From an optimization exercise on the open Yosys and OpenROAD flow, aimed at small area, a short achievable clock period and few clock cycles; shortcuts taken in it are not production practice.
The RTL of this run was laid out without a check of its function.

<file path="design/flow/config.mk">
export PLATFORM = sky130hd
export DESIGN_NAME = fix_audio_ns
export DESIGN_NICKNAME = fix_audio_ns
export VERILOG_FILES = /design/flow/design.v
export SDC_FILE = /design/flow/constraint.sdc
export NUM_CORES = 4
export LEC_CHECK = 0
export CAP_MARGIN = 20
export CORE_MARGIN = 2
export CORE_UTILIZATION = 40
export SLEW_MARGIN = 20
</file>
<file path="design/flow/constraint.sdc">
create_clock -name core_clock -period 90.0 [get_ports {clk}]
set_input_delay 18.0000 -clock core_clock [delete_from_list [all_inputs] [get_ports {clk}]]
set_output_delay 18.0000 -clock core_clock [all_outputs]
set_load 0.01 [all_outputs]
</file>
<file path="design/flow/design.v">
module fix_mul(
	output reg overflow, 
	output reg [16-1:0] z, 
	input [16-1:0] a, b 
);
reg sign;
reg [16-1:0] abs_a, abs_b;
reg [2*16-1:0] abs_r_result;
always@(*) begin
	sign = a[16-1] ^ b[16-1];
	abs_a = a[16-1] ? ~a + 1 : a;
	abs_b = b[16-1] ? ~b + 1 : b;
	abs_r_result = abs_a[16-1:0] * abs_b[16-1:0];
	z = sign ? ~abs_r_result[16-1+10:10] + 1 : abs_r_result[16-1+10:10];
	if(abs_r_result[2*16-2:16-1+10] > 0) overflow = 1'b1;
	else overflow = 1'b0;
end
endmodule
module fix_div(
	output reg overflow, 
	output reg [16-1:0] z, 
	input [16-1:0] a, b 
);
reg sign;
reg [2*16-1:0] abs_a;
reg [16-1:0] abs_b;
reg [2*16-1:0] abs_r_result;
always@(*) begin
	sign = a[16-1] ^ b[16-1];
	abs_a[16-1:0] = 0;
	abs_a[16-1+10:10] = a[16-1] ? ~a + 1 : a;
	abs_a[2*16-1:16+10] = 0;
	abs_b = b[16-1] ? ~b + 1 : b;
	abs_r_result = abs_a[2*16-1:0] / {{16{1'b0}},abs_b[16-1:0]};
	z = sign ? ~abs_r_result[16-1:0] + 1 : abs_r_result[16-1:0];
	if(abs_r_result[2*16-2:16] > 0 || abs_b == 0) overflow = 1'b1;
	else overflow = 1'b0;
end
endmodule
module fix_add(
	output reg overflow, 
	output reg [16-1:0] z, 
	input [16-1:0] a, b 
);
reg [16:0] ext_a, ext_b, r_result;
always@(*) begin
	ext_a = {a[16-1],a};
	ext_b = {b[16-1],b};
	r_result = ext_a + ext_b;
	z = r_result[16-1:0];
	if(r_result[16] != r_result[16-1]) overflow = 1'b1;
	else overflow = 1'b0;
end
endmodule
module fix_mac(	 
	output overflow, 
	output [16-1:0] z, 
	input [16-1:0] a, b, c 
);
wire u_fix_mul_overflow;
wire [16-1:0] u_fix_mul_z;
fix_mul u_fix_mul(
	.overflow(u_fix_mul_overflow), 
	.z(u_fix_mul_z), 
	.a(a), .b(b) 
);
wire u_fix_add_overflow;
wire [16-1:0] u_fix_add_z;
fix_add u_fix_add(
	.overflow(u_fix_add_overflow), 
	.z(u_fix_add_z), 
	.a(u_fix_mul_z), .b(c) 
);
assign z = u_fix_add_z;
assign overflow = u_fix_mul_overflow | u_fix_add_overflow;
endmodule
module fix_sdc(	 
	output overflow, 
	output [16-1:0] z, 
	input [16-1:0] a, b, c 
);
wire [16-1:0] minus_b = ~b + 1;
wire u_fix_sub_overflow;
wire [16-1:0] u_fix_sub_z;
fix_add u_fix_sub(
	.overflow(u_fix_sub_overflow), 
	.z(u_fix_sub_z), 
	.a(a), .b(minus_b) 
);
wire u_fix_div_overflow;
wire [16-1:0] u_fix_div_z;
fix_div u_fix_div(
	.overflow(u_fix_div_overflow), 
	.z(u_fix_div_z), 
	.a(u_fix_sub_z), .b(c) 
);
assign z = u_fix_div_z;
assign overflow = u_fix_sub_overflow | u_fix_div_overflow;
endmodule
module fixu(
	output reg ack, 
	output reg overflow, 
	output reg [16-1:0] z, 
	input [16-1:0] a, b, c, 
	input fn, 
	input req, 
	input enable, 
	input rstn, clk 
);
reg [16-1:0] u_fix_mac_a, u_fix_mac_b, u_fix_mac_c;
wire [16-1:0] u_fix_mac_z;
wire u_fix_mac_overflow;
fix_mac u_fix_mac(
	.a(u_fix_mac_a), .b(u_fix_mac_b), .c(u_fix_mac_c), 
	.z(u_fix_mac_z), .overflow(u_fix_mac_overflow) 
);
reg [16-1:0] u_fix_sdc_a, u_fix_sdc_b, u_fix_sdc_c;
wire [16-1:0] u_fix_sdc_z;
wire u_fix_sdc_overflow;
fix_sdc u_fix_sdc(
	.a(u_fix_sdc_a), .b(u_fix_sdc_b), .c(u_fix_sdc_c), 
	.z(u_fix_sdc_z), .overflow(u_fix_sdc_overflow)
);
reg [1:0] req_d;
always@(negedge rstn or posedge clk) begin
	if(!rstn) req_d <= 2'b00;
	else if(enable) begin
		req_d[1] <= req_d[0];
		req_d[0] <= req;
	end
end
wire req_x = ^req_d;
reg [4:0] cnt;
always@(negedge rstn or posedge clk) begin
	if(!rstn) begin
		cnt <= 5'd0;
		ack <= 1'b0;
		z <= 0;
		overflow <= 1'b0;
	end
	else if(enable) begin
		if(cnt == 5'd0) begin
			if(req_x) begin
				case(fn)
					1'd0: begin
						cnt <= 5'd2;
						u_fix_mac_a <= a;
						u_fix_mac_b <= b;
						u_fix_mac_c <= c;
					end
					1'd1: begin
						cnt <= 5'd10;
						u_fix_sdc_a <= a;
						u_fix_sdc_b <= b;
						u_fix_sdc_c <= c;
					end
					default: begin
						u_fix_mac_a <= u_fix_mac_a;
						u_fix_mac_b <= u_fix_mac_b;
						u_fix_mac_c <= u_fix_mac_c;
						u_fix_sdc_a <= u_fix_sdc_a;
						u_fix_sdc_b <= u_fix_sdc_b;
						u_fix_sdc_c <= u_fix_sdc_c;
					end
				endcase
			end
		end
		else begin
			cnt <= cnt - 5'd1;
			if(cnt == 5'd1) begin
				ack <= ~ack;
				case(fn)
					1'd0: begin
						z <= u_fix_mac_z;
						overflow <= u_fix_mac_overflow;
					end
					1'd1: begin
						z <= u_fix_sdc_z;
						overflow <= u_fix_sdc_overflow;
					end
					default: begin
						z <= z;
						overflow <= overflow;
					end
				endcase
			end
		end
	end
end
endmodule
module fix_hpf_table(
	input sel_hpf_0p008, sel_hpf_0p002, sel_hpf_0p00025, 
	output [15:0] hpf_b1, hpf_b2, 
	output [15:0] hpf_a1, hpf_a2
);
assign hpf_b1 = sel_hpf_0p008 ? 16'd732		: sel_hpf_0p002 ? 16'd931	: sel_hpf_0p00025 ? 16'd1011	: 16'd1024;
assign hpf_b2 = sel_hpf_0p008 ? -16'd732	: sel_hpf_0p002 ? -16'd931	: sel_hpf_0p00025 ? -16'd1011	: 16'd1024;
assign hpf_a1 = sel_hpf_0p008 ? -16'd1024	: sel_hpf_0p002 ? -16'd1024	: sel_hpf_0p00025 ? -16'd1024	: 16'd1024;
assign hpf_a2 = sel_hpf_0p008 ? 16'd441		: sel_hpf_0p002 ? 16'd838	: sel_hpf_0p00025 ? 16'd998		: 16'd1024;
endmodule
module fix_lpf_table(
	input sel_lpf_0p1875, sel_lpf_0p325, sel_lpf_0p75, 
	output [15:0] lpf_b1, lpf_b2, lpf_b3, lpf_b4, lpf_b5, lpf_b6, 
	output [15:0] lpf_a1, lpf_a2, lpf_a3, lpf_a4, lpf_a5, lpf_a6
);
assign lpf_b1 = sel_lpf_0p1875 ? 16'd30		: sel_lpf_0p325 ? 16'd54	: sel_lpf_0p75 ? 16'd321	: 16'd1024;
assign lpf_b2 = sel_lpf_0p1875 ? -16'd55	: sel_lpf_0p325 ? -16'd3	: sel_lpf_0p75 ? 16'd1362	: 16'd1024;
assign lpf_b3 = sel_lpf_0p1875 ? 16'd33		: sel_lpf_0p325 ? 16'd56	: sel_lpf_0p75 ? 16'd2518	: 16'd1024;
assign lpf_b4 = sel_lpf_0p1875 ? 16'd33		: sel_lpf_0p325 ? 16'd56	: sel_lpf_0p75 ? 16'd2518	: 16'd1024;
assign lpf_b5 = sel_lpf_0p1875 ? -16'd55	: sel_lpf_0p325 ? -16'd3	: sel_lpf_0p75 ? 16'd1362	: 16'd1024;
assign lpf_b6 = sel_lpf_0p1875 ? 16'd30		: sel_lpf_0p325 ? 16'd54	: sel_lpf_0p75 ? 16'd321	: 16'd1024;
assign lpf_a1 = sel_lpf_0p1875 ? 16'd1024	: sel_lpf_0p325 ? 16'd1024	: sel_lpf_0p75 ? 16'd1024	: 16'd1024;
assign lpf_a2 = sel_lpf_0p1875 ? -16'd3507	: sel_lpf_0p325 ? -16'd2266	: sel_lpf_0p75 ? 16'd2270	: 16'd1024;
assign lpf_a3 = sel_lpf_0p1875 ? 16'd5000	: sel_lpf_0p325 ? 16'd2479	: sel_lpf_0p75 ? 16'd2647	: 16'd1024;
assign lpf_a4 = sel_lpf_0p1875 ? -16'd3656	: sel_lpf_0p325 ? -16'd1413	: sel_lpf_0p75 ? 16'd1729	: 16'd1024;
assign lpf_a5 = sel_lpf_0p1875 ? 16'd1366	: sel_lpf_0p325 ? 16'd444	: sel_lpf_0p75 ? 16'd631	: 16'd1024;
assign lpf_a6 = sel_lpf_0p1875 ? -16'd206	: sel_lpf_0p325 ? -16'd53	: sel_lpf_0p75 ? 16'd100	: 16'd1024;
endmodule
module fix_audio_ns(
	output reg ack, 
	output reg overflow, 
	output reg [16-1:0] tx_data, 
	input [16-1:0] rx_data, 
	input [16+16+16+4-1:0] conf, 
	input req, 
	input enable, 
	input rstn, clk 
);
reg [5:0] cst;
localparam
	st_error = (53^(53>>1)),
	st_done = (52^(52>>1)),
	st_vol = (51^(51>>1)), st_load_vol = (50^(50>>1)),
	st_vol_idle = (49^(49>>1)),
	st_kal_update_eec = (48^(48>>1)), st_kal_update_load_eec = (47^(47>>1)),
	st_kal_update_es = (46^(46>>1)), st_kal_update_load_es = (45^(45>>1)),
	st_kal_update_k = (44^(44>>1)),
	st_kal_update_k_load = (43^(43>>1)), st_kal_update_k_1 = (42^(42>>1)),
	st_kal_idle = (40^(40>>1)),
	st_lpf_y0 = (38^(38>>1)), st_lpf_a1 = (37^(37>>1)), 
	st_lpf_a6 = (36^(36>>1)), st_lpf_load_a6 = (35^(35>>1)), 
	st_lpf_a5 = (34^(34>>1)), st_lpf_load_a5 = (33^(33>>1)), 
	st_lpf_a4 = (32^(32>>1)), st_lpf_load_a4 = (31^(31>>1)), 
	st_lpf_a3 = (30^(30>>1)), st_lpf_load_a3 = (29^(29>>1)), 
	st_lpf_a2 = (28^(28>>1)), st_lpf_load_a2 = (27^(27>>1)), 
	st_lpf_b6 = (26^(26>>1)), st_lpf_load_b6 = (25^(25>>1)), 
	st_lpf_b5 = (24^(24>>1)), st_lpf_load_b5 = (23^(23>>1)), 
	st_lpf_b4 = (22^(22>>1)), st_lpf_load_b4 = (21^(21>>1)), 
	st_lpf_b3 = (20^(20>>1)), st_lpf_load_b3 = (19^(19>>1)), 
	st_lpf_b2 = (18^(18>>1)), st_lpf_load_b2 = (17^(17>>1)), 
	st_lpf_b1 = (16^(16>>1)), st_lpf_load_b1 = (15^(15>>1)), 
	st_lpf_shift = (14^(14>>1)),
	st_hpf_y0 = (13^(13>>1)),
	st_hpf_a1 = (12^(12>>1)), st_hpf_load_a1 = (11^(11>>1)), 
	st_hpf_a2 = (10^(10>>1)), st_hpf_load_a2 = (09^(09>>1)), 
	st_hpf_b2 = (08^(08>>1)), st_hpf_load_b2 = (07^(07>>1)), 
	st_hpf_b1 = (06^(06>>1)), st_hpf_load_b1 = (05^(05>>1)), 
	st_hpf_shift = (04^(04>>1)),
	st_in_vol = (03^(03>>1)), st_load_in_vol = (02^(02>>1)),
	st_in_vol_idle = (01^(01>>1)),
	st_idle = (00^(00>>1));
wire [1:0] sel_hpf = conf[1:0];
wire sel_hpf_0p008 = sel_hpf == 2'b11;
wire sel_hpf_0p002 = sel_hpf == 2'b10;
wire sel_hpf_0p00025 = sel_hpf == 2'b01;
wire disable_hpf = sel_hpf == 2'b00;
wire [15:0] hpf_b1, hpf_b2, hpf_a1, hpf_a2;
fix_hpf_table u_fix_hpf_table(
	sel_hpf_0p008, sel_hpf_0p002, sel_hpf_0p00025, 
	hpf_b1, hpf_b2, 
	hpf_a1, hpf_a2
);
wire [1:0] sel_lpf = conf[3:2];
wire sel_lpf_0p75 = sel_lpf == 2'b01;
wire sel_lpf_0p325 = sel_lpf == 2'b10;
wire sel_lpf_0p1875 = sel_lpf == 2'b11;
wire disable_lpf = sel_lpf == 2'b00;
wire [15:0] lpf_b1, lpf_b2, lpf_b3, lpf_b4, lpf_b5, lpf_b6;
wire [15:0] lpf_a1, lpf_a2, lpf_a3, lpf_a4, lpf_a5, lpf_a6;
fix_lpf_table u_fix_lpf_table(
	sel_lpf_0p1875, sel_lpf_0p325, sel_lpf_0p75, 
	lpf_b1, lpf_b2, lpf_b3, lpf_b4, lpf_b5, lpf_b6, 
	lpf_a1, lpf_a2, lpf_a3, lpf_a4, lpf_a5, lpf_a6
);
wire [16-1:0] kal_pnc = conf[16+4-1:4];
wire disable_kal = kal_pnc == {16{1'b0}};
wire [16-1:0] kal_mnc = 16'd1024;
wire [16-1:0] vol = conf[16+16+4-1:16+4];
wire disable_vol = vol == 16'd1024;
wire [16-1:0] in_vol = conf[16+16+16+4-1:16+16+4];
wire disable_in_vol = in_vol == 16'd1024;
wire u_fixu_ack;
wire u_fixu_overflow;
wire [16-1:0] u_fixu_z;
reg [16-1:0] u_fixu_a, u_fixu_b, u_fixu_c;
reg u_fixu_fn;
reg u_fixu_req;
fixu u_fixu(
	.ack(u_fixu_ack), 
	.overflow(u_fixu_overflow), 
	.z(u_fixu_z), 
	.a(u_fixu_a), .b(u_fixu_b), .c(u_fixu_c), 
	.fn(u_fixu_fn), 
	.req(u_fixu_req), 
	.enable(enable), 
	.rstn(rstn), .clk(clk) 
);
reg [1:0] req_d, u_fixu_ack_d;
always@(negedge rstn or posedge clk) begin
	if(!rstn) begin
		req_d <= 2'b00;
		u_fixu_ack_d <= 2'b00;
	end
	else if(enable) begin
		req_d[1] <= req_d[0];
		req_d[0] <= req;
		u_fixu_ack_d[1] <= u_fixu_ack_d[0];
		u_fixu_ack_d[0] <= u_fixu_ack;
	end
end
wire req_x = ^req_d;
wire u_fixu_ack_x = ^u_fixu_ack_d;
reg [16-1:0] data;
reg [16-1:0] hpf_x0, hpf_x1;
reg [16-1:0] hpf_y0, hpf_y1;
reg [16-1:0] lpf_x0, lpf_x1, lpf_x2, lpf_x3, lpf_x4, lpf_x5;
reg [16-1:0] lpf_y0, lpf_y1, lpf_y2, lpf_y3, lpf_y4, lpf_y5;
reg [15:0] kal_k, kal_es, kal_eec;
wire [15:0] kal_es_nst = kal_es;
wire [15:0] kal_eec_nst = kal_eec + kal_pnc;
always@(negedge rstn or posedge clk) begin
	if(!rstn) begin
		cst <= st_idle;
		data <= 0;
		u_fixu_fn <= 1'b0;
		u_fixu_req <= 1'b0;
		u_fixu_a <= 0;
		u_fixu_b <= 0;
		u_fixu_c <= 0;
		hpf_x0 <= 0; hpf_x1 <= 0;
		hpf_y0 <= 0; hpf_y1 <= 0;
		lpf_x0 <= 0; lpf_x1 <= 0; lpf_x2 <= 0; lpf_x3 <= 0; lpf_x4 <= 0; lpf_x5 <= 0;
		lpf_y0 <= 0; lpf_y1 <= 0; lpf_y2 <= 0; lpf_y3 <= 0; lpf_y4 <= 0; lpf_y5 <= 0;
		kal_k <= 0; kal_es <= 0; kal_eec <= 0;
		overflow <= 1'b0;
		ack <= 1'b0;
	end
	else if(enable) begin
		case(cst)
			st_idle: 
				if(req_x) begin
					cst <= st_in_vol_idle;
					data <= rx_data;
					overflow <= 1'b0;
				end
			st_in_vol_idle: begin
				if(disable_in_vol) cst <= st_hpf_shift;
				else cst <= st_load_in_vol;
			end
			st_load_in_vol: begin
				cst <= st_in_vol;
				u_fixu_fn <= 1'b0;
				u_fixu_req <= ~u_fixu_req;
				u_fixu_a <= data;
				u_fixu_b <= in_vol;
				u_fixu_c <= 0;
			end
			st_in_vol:
				if(u_fixu_ack_x) begin
					if(u_fixu_overflow) cst <= st_error;
					else begin
						cst <= st_hpf_shift;
						data <= u_fixu_z;
					end
				end
			st_hpf_shift: begin
				if(disable_hpf) cst <= st_lpf_shift;
				else cst <= st_hpf_load_b1;
				hpf_x0 <= data; hpf_x1 <= hpf_x0;
				hpf_y1 <= hpf_y0;
			end
			st_hpf_load_b1: begin
				cst <= st_hpf_b1;
				u_fixu_fn <= 1'b0;
				u_fixu_req <= ~u_fixu_req;
				u_fixu_a <= hpf_b1;
				u_fixu_b <= hpf_x0;
				u_fixu_c <= 0;
			end
			st_hpf_b1: 
				if(u_fixu_ack_x) begin
					if(u_fixu_overflow) cst <= st_error;
					else cst <= st_hpf_load_b2;
				end
			st_hpf_load_b2: begin
				cst <= st_hpf_b2;
				u_fixu_fn <= 1'b0;
				u_fixu_req <= ~u_fixu_req;
				u_fixu_a <= hpf_b2;
				u_fixu_b <= hpf_x1;
				u_fixu_c <= u_fixu_z;
			end
			st_hpf_b2: 
				if(u_fixu_ack_x) begin
					if(u_fixu_overflow) cst <= st_error;
					else begin
						cst <= st_hpf_load_a2;
						data <= u_fixu_z;
					end
				end
			st_hpf_load_a2: begin
				cst <= st_hpf_a2;
				u_fixu_fn <= 1'b0;
				u_fixu_req <= ~u_fixu_req;
				u_fixu_a <= hpf_a2;
				u_fixu_b <= hpf_y1;
				u_fixu_c <= 0;
			end
			st_hpf_a2: 
				if(u_fixu_ack_x) begin
					if(u_fixu_overflow) cst <= st_error;
					else cst <= st_hpf_load_a1;
				end
			st_hpf_load_a1: begin
				cst <= st_hpf_y0;
				u_fixu_fn <= 1'b1;
				u_fixu_req <= ~u_fixu_req;
				u_fixu_a <= data;
				u_fixu_b <= u_fixu_z;
				u_fixu_c <= hpf_a1;
			end
			st_hpf_y0: 
				if(u_fixu_ack_x) begin
					if(u_fixu_overflow) cst <= st_error;
					else begin
						cst <= st_lpf_shift;
						hpf_y0 <= u_fixu_z;
						data <= u_fixu_z;
					end
				end
			st_lpf_shift: begin
				if(disable_lpf) cst <= st_kal_idle;
				else cst <= st_lpf_load_b1;
				lpf_x0 <= data;
				lpf_x1 <= lpf_x0; lpf_x2 <= lpf_x1; lpf_x3 <= lpf_x2; lpf_x4 <= lpf_x3; lpf_x5 <= lpf_x4;
				lpf_y1 <= lpf_y0; lpf_y2 <= lpf_y1; lpf_y3 <= lpf_y2; lpf_y4 <= lpf_y3; lpf_y5 <= lpf_y4;
			end
			st_lpf_load_b1: begin
				cst <= st_lpf_b1;
				u_fixu_fn <= 1'b0;
				u_fixu_req <= ~u_fixu_req;
				u_fixu_a <= lpf_b1;
				u_fixu_b <= lpf_x0;
				u_fixu_c <= 0;
			end
			st_lpf_b1: 
				if(u_fixu_ack_x) begin
					if(u_fixu_overflow) cst <= st_error;
					else cst <= st_lpf_load_b2;
				end
			st_lpf_load_b2: begin
				cst <= st_lpf_b2;
				u_fixu_fn <= 1'b0;
				u_fixu_req <= ~u_fixu_req;
				u_fixu_a <= lpf_b2;
				u_fixu_b <= lpf_x1;
				u_fixu_c <= u_fixu_z;
			end
			st_lpf_b2: 
				if(u_fixu_ack_x) begin
					if(u_fixu_overflow) cst <= st_error;
					else cst <= st_lpf_load_b3;
				end
			st_lpf_load_b3: begin
				cst <= st_lpf_b3;
				u_fixu_fn <= 1'b0;
				u_fixu_req <= ~u_fixu_req;
				u_fixu_a <= lpf_b3;
				u_fixu_b <= lpf_x2;
				u_fixu_c <= u_fixu_z;
			end
			st_lpf_b3: 
				if(u_fixu_ack_x) begin
					if(u_fixu_overflow) cst <= st_error;
					else cst <= st_lpf_load_b4;
				end
			st_lpf_load_b4: begin
				cst <= st_lpf_b4;
				u_fixu_fn <= 1'b0;
				u_fixu_req <= ~u_fixu_req;
				u_fixu_a <= lpf_b4;
				u_fixu_b <= lpf_x3;
				u_fixu_c <= u_fixu_z;
			end
			st_lpf_b4: 
				if(u_fixu_ack_x) begin
					if(u_fixu_overflow) cst <= st_error;
					else cst <= st_lpf_load_b5;
				end
			st_lpf_load_b5: begin
				cst <= st_lpf_b5;
				u_fixu_fn <= 1'b0;
				u_fixu_req <= ~u_fixu_req;
				u_fixu_a <= lpf_b5;
				u_fixu_b <= lpf_x4;
				u_fixu_c <= u_fixu_z;
			end
			st_lpf_b5: 
				if(u_fixu_ack_x) begin
					if(u_fixu_overflow) cst <= st_error;
					else cst <= st_lpf_load_b6;
				end
			st_lpf_load_b6: begin
				cst <= st_lpf_b6;
				u_fixu_fn <= 1'b0;
				u_fixu_req <= ~u_fixu_req;
				u_fixu_a <= lpf_b6;
				u_fixu_b <= lpf_x5;
				u_fixu_c <= u_fixu_z;
			end
			st_lpf_b6: 
				if(u_fixu_ack_x) begin
					if(u_fixu_overflow) cst <= st_error;
					else begin
						cst <= st_lpf_load_a2;
						data <= u_fixu_z;
					end
				end
			st_lpf_load_a2: begin
				cst <= st_lpf_a2;
				u_fixu_fn <= 1'b0;
				u_fixu_req <= ~u_fixu_req;
				u_fixu_a <= lpf_a2;
				u_fixu_b <= lpf_y1;
				u_fixu_c <= 0;
			end
			st_lpf_a2: 
				if(u_fixu_ack_x) begin
					if(u_fixu_overflow) cst <= st_error;
					else cst <= st_lpf_load_a3;
				end
			st_lpf_load_a3: begin
				cst <= st_lpf_a3;
				u_fixu_fn <= 1'b0;
				u_fixu_req <= ~u_fixu_req;
				u_fixu_a <= lpf_a3;
				u_fixu_b <= lpf_y2;
				u_fixu_c <= u_fixu_z;
			end
			st_lpf_a3: 
				if(u_fixu_ack_x) begin
					if(u_fixu_overflow) cst <= st_error;
					else cst <= st_lpf_load_a4;
				end
			st_lpf_load_a4: begin
				cst <= st_lpf_a4;
				u_fixu_fn <= 1'b0;
				u_fixu_req <= ~u_fixu_req;
				u_fixu_a <= lpf_a4;
				u_fixu_b <= lpf_y3;
				u_fixu_c <= u_fixu_z;
			end
			st_lpf_a4: 
				if(u_fixu_ack_x) begin
					if(u_fixu_overflow) cst <= st_error;
					else cst <= st_lpf_load_a5;
				end
			st_lpf_load_a5: begin
				cst <= st_lpf_a5;
				u_fixu_fn <= 1'b0;
				u_fixu_req <= ~u_fixu_req;
				u_fixu_a <= lpf_a5;
				u_fixu_b <= lpf_y4;
				u_fixu_c <= u_fixu_z;
			end
			st_lpf_a5: 
				if(u_fixu_ack_x) begin
					if(u_fixu_overflow) cst <= st_error;
					else cst <= st_lpf_load_a6;
				end
			st_lpf_load_a6: begin
				cst <= st_lpf_a6;
				u_fixu_fn <= 1'b0;
				u_fixu_req <= ~u_fixu_req;
				u_fixu_a <= lpf_a6;
				u_fixu_b <= lpf_y5;
				u_fixu_c <= u_fixu_z;
			end
			st_lpf_a6: 
				if(u_fixu_ack_x) begin
					if(u_fixu_overflow) cst <= st_error;
					else cst <= st_lpf_a1;
				end
			st_lpf_a1: begin
				cst <= st_lpf_y0;
				u_fixu_fn <= 1'b1;
				u_fixu_req <= ~u_fixu_req;
				u_fixu_a <= data;
				u_fixu_b <= u_fixu_z;
				u_fixu_c <= lpf_a1;
			end
			st_lpf_y0: 
				if(u_fixu_ack_x) begin
					if(u_fixu_overflow) cst <= st_error;
					else begin
						cst <= st_kal_idle;
						lpf_y0 <= u_fixu_z;
						data <= u_fixu_z;
					end
				end
			st_kal_idle: begin
				if(disable_kal) cst <= st_vol_idle;
				else cst <= st_kal_update_k_1;
			end
			st_kal_update_k_1: begin
				cst <= st_kal_update_k_load;
				kal_k <= kal_eec_nst + kal_mnc;
			end
			st_kal_update_k_load: begin
				cst <= st_kal_update_k;
				u_fixu_fn <= 1'b1;
				u_fixu_req <= ~u_fixu_req;
				u_fixu_a <= kal_eec_nst;
				u_fixu_b <= 0;
				u_fixu_c <= kal_k;
			end
			st_kal_update_k: 
				if(u_fixu_ack_x) begin
					if(u_fixu_overflow) cst <= st_error;
					else begin
						cst <= st_kal_update_load_es;
						kal_k <= u_fixu_z;
					end
				end
			st_kal_update_load_es: begin
				cst <= st_kal_update_es;
				u_fixu_fn <= 1'b0;
				u_fixu_req <= ~u_fixu_req;
				u_fixu_a <= kal_k;
				u_fixu_b <= data + (~kal_es_nst + 1);
				u_fixu_c <= kal_es_nst;
			end
			st_kal_update_es: 
				if(u_fixu_ack_x) begin
					if(u_fixu_overflow) cst <= st_error;
					else begin
						cst <= st_kal_update_load_eec;
						kal_es <= u_fixu_z;
					end
				end
			st_kal_update_load_eec: begin
				cst <= st_kal_update_eec;
				u_fixu_fn <= 1'b0;
				u_fixu_req <= ~u_fixu_req;
				u_fixu_a <= ~kal_k + 1;
				u_fixu_b <= kal_eec_nst;
				u_fixu_c <= kal_eec_nst;
			end
			st_kal_update_eec: 
				if(u_fixu_ack_x) begin
					if(u_fixu_overflow) cst <= st_error;
					else begin
						cst <= st_vol_idle;
						kal_eec <= u_fixu_z;
						data <= kal_es;
					end
				end
			st_vol_idle: begin
				if(disable_vol) cst <= st_done;
				else cst <= st_load_vol;
			end
			st_load_vol: begin
				cst <= st_vol;
				u_fixu_fn <= 1'b0;
				u_fixu_req <= ~u_fixu_req;
				u_fixu_a <= data;
				u_fixu_b <= vol;
				u_fixu_c <= 0;
			end
			st_vol:
				if(u_fixu_ack_x) begin
					if(u_fixu_overflow) cst <= st_error;
					else begin
						cst <= st_done;
						data <= u_fixu_z;
					end
				end
			st_error: begin
				cst <= st_done;
				overflow <= 1'b1;
			end
			st_done: begin
				cst <= st_idle;
				tx_data <= data;
				ack <= ~ack;
			end
			default: cst <= st_idle;
		endcase
	end
end
endmodule
</file>
<file path="design/flow/run.sh">
#!/bin/bash
# synth_recipe.tcl (not shown) runs the flow's synth.tcl, then flattens the netlist and writes it again
# the make line also repeats each setting of config.mk as NAME=value (left out here)
make -C /OpenROAD-flow-scripts/flow DESIGN_CONFIG=/design/flow/config.mk WORK_HOME=/design/flow/orfs CLKGATE_MAP_FILE= SYNTH_SCRIPT=/design/flow/synth_recipe.tcl finish
</file>
==> impl_metrics.csv <==
group,metric,value,unit
synthesis,synth_compound_area_share,23.4,%
global_route,grt_pass1_wl,340000,um
timing,tightestPinTransition,1.28,ns
setup_path,worstRegToRegCells,438,
finish,n_antenna_cell,0,
job,maxCapViolCount,0,
route,detail_route.wl_per_cell,23.2,um
die,start_util,40.2,%
route,antenna_left,0,
timing,finalCriticalPeriod,84.50,ns
route,firstDrtPassIters,10,
finish,mostFrequentLayoutCells,"nor2_1 (653), nand2_1 (647), ha_1 (557), a21oi_1 (467), inv_1 (443)",
route,wl,223000,um
die,die_area,0.158,mm2
die,chipWidth,397,um
setup_path,reg2reg_slack,5.50,ns
worst_hold_path,whs_endpoint,"u_fixu_req",
route,num_vias,58807,
die,fp.dieH,397,um
setup_path,cp.required,90.55,ns
synthesis,avgSynthCellArea,8.37,um2
die,ios,90,
synthesis,ys.flop_type,"dfrtp_1",
setup_path,cp.arrival,85.05,ns
place,dpl.hpwl,170000,um
timing,setup_viol,0,
route,routed_via_density,6.10,
finish,syn_to_final_growth,12.5,%
worst_hold_path,hold_path_depth,1,
route,drc,0,
global_route,grt-ovfl-total,0,
timing,finalMaxSlewViolations,0,
clock_network,numCtsBuffers,52,
place,place_area,0.0663,mm2
die,core.rowCount,144,
synthesis,synth-seq-cells,519,
synthesis,yosys.area_share.adder,17.8,%
finish,n_fill_cell,15092,
place,gp_congestion,0.953,
clock_network,htreeDepth,2,
timing,fin_crit_sh,93.9,%
timing,fin_worst_skew,0.0459,ns
die,core_region_area,0.154,mm2
clock_network,cts_sinks,519,
setup_path,path_max_fanout,33,
worst_hold_path,min_from,"u_fixu_req",
synthesis,synth_area,0.0618,mm2
synthesis,yosysUniqueCellTypes,129,
finish,finish.instance_area,0.0695,mm2
place,port-buffer-count,89,
global_route,first_global_vias,56582,
setup_path,crit_type,"flip-flop to flip-flop",
finish,final_common_cell,"nor2_1",
synthesis,yosys.area_share.simple,18.6,%
global_route,gr-usage-all-layers,27.4,%
synthesis,synthArstFlopShare,78.4,%
synthesis,synth_edf_count,112,
setup_path,r2r-start,"u_fixu.u_fix_sdc_c[9]",
synthesis,synth_top_family_by_area,"compound AO/OA/AOI/OAI gates",
synthesis,synth-seq-area-share,21.9,%
finish,nets,8391,
synthesis,synth_cells,7380,
status,status,"no timing/DRC/antenna violations",
synthesis,ys.warnings.count,5,
synthesis,synth_xor_area_share,5.80,%
clock_network,clkTransAtPathRegs,0.07,ns
timing,fmax,0.0118,GHz
clock_network,cts_hold_buf,0,
setup_path,crit_path_start_kind,"flip-flop",
global_route,grt_max_degree,184,
synthesis,muxShareOfSynthArea,7.76,%
global_route,antenna_found_initial,1,
finish,post-route-util,45.2,%
clock_network,clock_path_buffers,3,
worst_hold_path,hold_path_class,"flip-flop to flip-flop",
setup_path,endpoint_kind,"flip-flop",
clock_network,clk_latency,0.65,ns
timing,relSlewSlack,14.1,%
timing,tns,0,ns
place,preCtsSetupSlack,-3.09,ns
setup_path,timing.rr.end,"u_fixu.z[12]",
setup_path,path_common_cell,"a21o_1",
timing,worst_slack,5.50,ns
setup_path,slowest_delay,0.61,ns
clock_network,cts_root_buf,"clkbuf_16",
timing,finalHoldViolations,0,
clock_network,cts_tree,"yes",
route,first_iter_violations,4876,
setup_path,crit_slowest_cell,"or4_4",
finish,drive_above_1_share,14.4,%
[cell type report]
class                           count  area (um2)  share of cell area, %
Inverter                          452        1700                   2.44
Timing Repair Buffer              422        3490                   5.02
Clock buffer                       74        1470                   2.12
Sequential cell                   519       13500                   19.5
Tap cell                         2044        2560                   3.68
Clock inverter                     17         201                  0.290
Multi-Input combinational cell   6112       46500                   66.9
[cells in the mapped netlist (19+ instances only)]
| cell type | number | area share, % |
|---|---|---|
| and3_1 | 47 | 0.48 |
| mux2_2 | 368 | 6.7 |
| a31oi_1 | 83 | 0.84 |
| fa_1 | 197 | 6.4 |
| o2111ai_1 | 19 | 0.27 |
| nor4_1 | 69 | 0.70 |
| nand4_1 | 83 | 0.84 |
| o22ai_1 | 48 | 0.49 |
| clkbuf_1 | 231 | 1.4 |
| or3_1 | 67 | 0.68 |
| nand2b_1 | 119 | 1.2 |
| o21ai_0 | 359 | 2.9 |
| o31ai_1 | 97 | 1.2 |
| a2111oi_0 | 25 | 0.35 |
| and2_1 | 79 | 0.80 |
| a221oi_1 | 62 | 0.88 |
| ha_1 | 563 | 11 |
| a222oi_1 | 28 | 0.45 |
| or2_2 | 49 | 0.50 |
| o21bai_1 | 50 | 0.61 |
| mux2i_1 | 56 | 0.91 |
| edfxtp_1 | 112 | 5.4 |
| dfrtp_1 | 407 | 16 |
| nor3_1 | 198 | 1.6 |
| a21oi_1 | 499 | 4.0 |
| nand3_1 | 138 | 1.1 |
| o21a_1 | 135 | 1.6 |
| buf_1 | 46 | 0.28 |
| or4_1 | 20 | 0.24 |
| o21ai_1 | 26 | 0.21 |
| xnor2_1 | 272 | 3.9 |
| nand2_1 | 655 | 4.0 |
| nor2b_1 | 61 | 0.62 |
| o211ai_1 | 58 | 0.70 |
| nor2_1 | 669 | 4.1 |
| a311oi_1 | 21 | 0.30 |
| a21o_1 | 178 | 2.2 |
| inv_1 | 443 | 2.7 |
| a21boi_0 | 29 | 0.35 |
| a22oi_1 | 73 | 0.89 |
| a211oi_1 | 54 | 0.66 |
| a22o_1 | 45 | 0.64 |
| xor2_1 | 135 | 1.9 |
[layer usage]
layer	track usage, %	share of wire, %	vias to the layer above	routed length (um)
met1	38.5	45	28798	101000
met5	0	0	-	0
li1	-	-	27459	-
met2	44.2	45	2158	101000
met3	2.79	6.3	392	14000
met4	8.15	3.3	0	7260
[worst max path at each step]
stage / startpoint / end / slack (ns) / cells after the start
after detailed placement: u_fixu.u_fix_sdc_c[9] / u_fixu.z[10] / -3.09 / 432
final: u_fixu.u_fix_sdc_c[9] / u_fixu.z[12] / 5.50 / 438
after CTS: u_fixu.u_fix_sdc_c[9] / u_fixu.z[12] / 0.001 / 436
after global routing: u_fixu.u_fix_sdc_c[0] / u_fixu.z[12] / -0.47 / 447
after global placement: u_fixu.u_fix_sdc_c[9] / u_fixu.z[10] / -1.22 / 429
after floorplan: u_fixu.u_fix_sdc_c[0] / u_fixu.z[12] / 0.05 / 470
[through the flow]
stage	hold slack (ns)	instances
after global routing	0.489	9640
after CTS	0.476	9562
after detailed placement	0.465	9468
after global placement	0.458	9467
final	0.472	9640
after floorplan	0.441	7384
[kinds of logic after synthesis]
family,after synthesis
DFF,519
and+or+nand+nor,2375
muxes,431
other,1
adders and majority gates,760
buffers and inverters,758
AOI/OAI and AO/OA,2128
xor gates and xnor gates,408
[timing repair]
item / 4_1_cts / 5_1_grt
pin swaps: 2 / 55
gates resized for setup: 28 / 194
cloned: 1 / 5
buffers inserted: 2 / 73
endpoints found under the setup margin: 16 / 16
[critical path: cells and delay by family (launching register included)]
kind	cells	cell delay, ns
multiplexers	7	1.97
adder cells (fa/ha/maj)	32	9.63
AND/OR/NAND/NOR	136	25.77
buffers and inverters	28	4.72
flip-flops	1	0.43
XOR/XNOR	2	0.37
AO/OA/AOI/OAI	233	41.39

separate check: timing with driven ports:
Ports are ideal in the flow. The routed layout listed here was re-timed in OpenROAD. Step 1: set_driving_cell puts a clkbuf_16 on clk and a buf_2 on each other input, an assumption about the parent block. Step 2 adds t to the input delays and takes it off the output delays; t is the mean of the earliest and latest rising clock arrival at the registers after step 1. Input paths then give back, and output paths get back, about the clock's delay inside the block. Three values: no drivers, after step 1, after step 2; two values: the first two.
t, ns: 0.700
setup WS [ns]: 5.499 / 5.499 / 5.499
worst setup path after step 2: register to register
slew at the worst register clock pin (ns): 0.08 / 0.08
After both steps this run still meets setup and hold. For this run, drivers alone change the setup slack by 0.000 ns; drivers and shift together by 0.000 ns.
